Source: an optimization exercise on an open RTL-to-GDS flow (aim: small area, a short achievable clock period and few clock cycles per item). Production flows keep margins and buffers that such runs may drop.
Power figures rest on the tool's default switching activity, not on a simulated workload.

==> flow/design.v (excerpt) <==
module systolic_pe(
  clk, reset, cntrl,
  i_stb, o_stb, i_busy, o_busy,
  data_in, weight_in, acc_in,
  acc_out, data_out, weight_out
);
  input wire clk;
  input wire reset;
  input wire cntrl;
  input wire i_stb;
  input wire i_busy;
  input wire [7:0] data_in;
  input wire [7:0] weight_in;
  input wire [31:0] acc_in;
  output wire [31:0] acc_out;
  output wire [7:0] data_out;
  output wire [7:0] weight_out;
  output wire o_stb;
  output wire o_busy;
  reg valid;
  wire load = ~valid | ~i_busy;
  always @(posedge clk) begin
    if (reset) valid <= 1'b0;
    else if (load) valid <= i_stb;
  end
  assign o_stb  = valid;
  assign o_busy = valid;
  wire pp0_0 = data_in[0] & weight_in[0];
  wire pp0_1 = data_in[0] & weight_in[1];
  wire pp0_2 = data_in[0] & weight_in[2];
  wire pp0_3 = data_in[0] & weight_in[3];
  wire pp0_4 = data_in[0] & weight_in[4];
  wire pp0_5 = data_in[0] & weight_in[5];
  wire pp0_6 = data_in[0] & weight_in[6];
  wire pp0_7 = data_in[0] & weight_in[7];
  wire pp1_0 = data_in[1] & weight_in[0];
  wire pp1_1 = data_in[1] & weight_in[1];
  wire pp1_2 = data_in[1] & weight_in[2];
  wire pp1_3 = data_in[1] & weight_in[3];
  wire pp1_4 = data_in[1] & weight_in[4];
  ...
Settings: LEC_CHECK=0, CAP_MARGIN=20, CORE_MARGIN=2, CORE_UTILIZATION=40, SETUP_SLACK_MARGIN=1.0, SLEW_MARGIN=20; clock period 5.0 ns.
standard.sh (not shown) runs the stock make flow with config.mk's settings and CLKGATE_MAP_FILE= SYNTH_SCRIPT=/design/flow/synth_recipe.tcl, a recipe that flattens the netlist after the stock synthesis.
==> flow/flow/run.sh <==
#!/bin/bash
# The standard layout, with two changes: Yosys's synth runs without its quick
# internal abc pass (so the full adders extract without inverters; the final
# abc mapping still runs), and the port buffers are plain buffer cells.
set -euo pipefail
export SYNTH_ARGS="-noabc"
export BUFFER_PORTS_ARGS="-buffer_cell sky130_fd_sc_hd__buf_2"
bash standard.sh finish > standard_flow.log 2>&1
The baseline ran to the end with no violations.
Then changed:
==> flow/flow/run.sh (replaced) <==
#!/bin/bash
# The standard layout, with the port buffers made of plain buffer cells.
set -euo pipefail
export BUFFER_PORTS_ARGS="-buffer_cell sky130_fd_sc_hd__buf_2"
bash standard.sh finish > standard_flow.log 2>&1
SETUP_SLACK_MARGIN = unset   (was 1.0)
The new run finished with timing, DRC and antenna clean.
Final area rose by a few percent.
Clock-buffer cell count falls by 1.
Clock power went up by a few percent.
Sequential power came out lower slightly.
Hold slack gets worse by 4.9 ps.
Fmax drops slightly.
Via count rises by roughly a tenth.
Utilization went down by 0.48 points.
Routed wire length came out higher by a few percent.
Function was not checked in any run of this note: the RTL went through the layout flow alone.

* * *

Setup of the reference run:
Another version of the RTL of systolic_pe (not shown whole).
Size in the first run: about 60 flip-flops, ~4200 um2 of cells after synthesis.
Settings: LEC_CHECK=0, CAP_MARGIN=20, CORE_MARGIN=2, CORE_UTILIZATION=40, SETUP_SLACK_MARGIN=1.5, SLEW_MARGIN=20; clock period 5.0 ns.
==> flow/flow/run.sh <==
#!/bin/bash
# The standard layout, with two changes: Yosys's synth runs without its quick
# internal abc pass (so the full adders extract without inverters; the final
# abc mapping still runs), and the port buffers are plain buffer cells.
set -euo pipefail
export SYNTH_ARGS="-noabc"
export BUFFER_PORTS_ARGS="-buffer_cell sky130_fd_sc_hd__buf_2"
bash standard.sh finish > standard_flow.log 2>&1
The reference run: done, clean on timing, DRC and antenna
[inputs] the trial run vs the reference run
Settings: CORE_UTILIZATION changed from 40 to 60.
==> comparison <==
- The trial run vs the reference run: share of the cycle needed by the critical path after routing up
- Global routing usage on met2: the trial run > the reference run
- The trial run against the reference run: part of the total power dissipated in combinational logic lost 2.0 points; via count fell about 0.33%; hold slack -0.0038 ns.
- The trial run against the reference run: clock insertion delay at the later pin of the skew report fell by 0.02 ns, cell area after layout fell by about 2.2%, count of buffers not belonging to the clock network in the layout fell by 3.6%.
- A cell with the largest stage delay on the worst path of sky130_fd_sc_hd__a2111o_1 is what the reference run shows, while sky130_fd_sc_hd__edfxtp_1 belongs to the trial run.
- Looking at sequential cell area share, the trial run sits 0.76 points above the reference run.
- Launching element of the worst setup path: row1_r[10] -> the reference run, row0_r[0] -> the trial run
Function was not checked in any run of this note: the RTL went through the layout flow alone.

[what the ideal ports hide]
The results above use ideal ports. As a check the final layouts listed here were re-extracted and re-timed, cells and wires unchanged. Step 1 assumes that a clkbuf_16 drives the clock port and a buf_2 every other input. Step 2, shift: input delay + t, output delay - t, t = (earliest + latest rising clock arrival at the registers) / 2. This alone moves slack from input paths to output paths. Slacks: ideal ports / drivers / drivers and shift; pairs: ideal ports / drivers.
run | t (ns) | slack for setup (ns) | hold WS [ns]
the first run of note 1 | 0.357 | 1.193 / 1.203 / 0.846 | 0.559 / 0.559 / 0.559
the second run of note 1 | 0.359 | 1.173 / 1.184 / 0.825 | 0.554 / 0.554 / 0.554
the reference run | 0.381 | 1.565 / 1.535 / 1.473 | 0.548 / 0.548 / 0.548
the trial run | 0.352 | 1.502 / 1.473 / 1.445 | 0.544 / 0.544 / 0.544
After both steps every run listed still meets setup and hold. The setup slack of the second run of note 1, which loses most, moves by +0.011 ns with the drivers and by -0.348 ns with both steps.
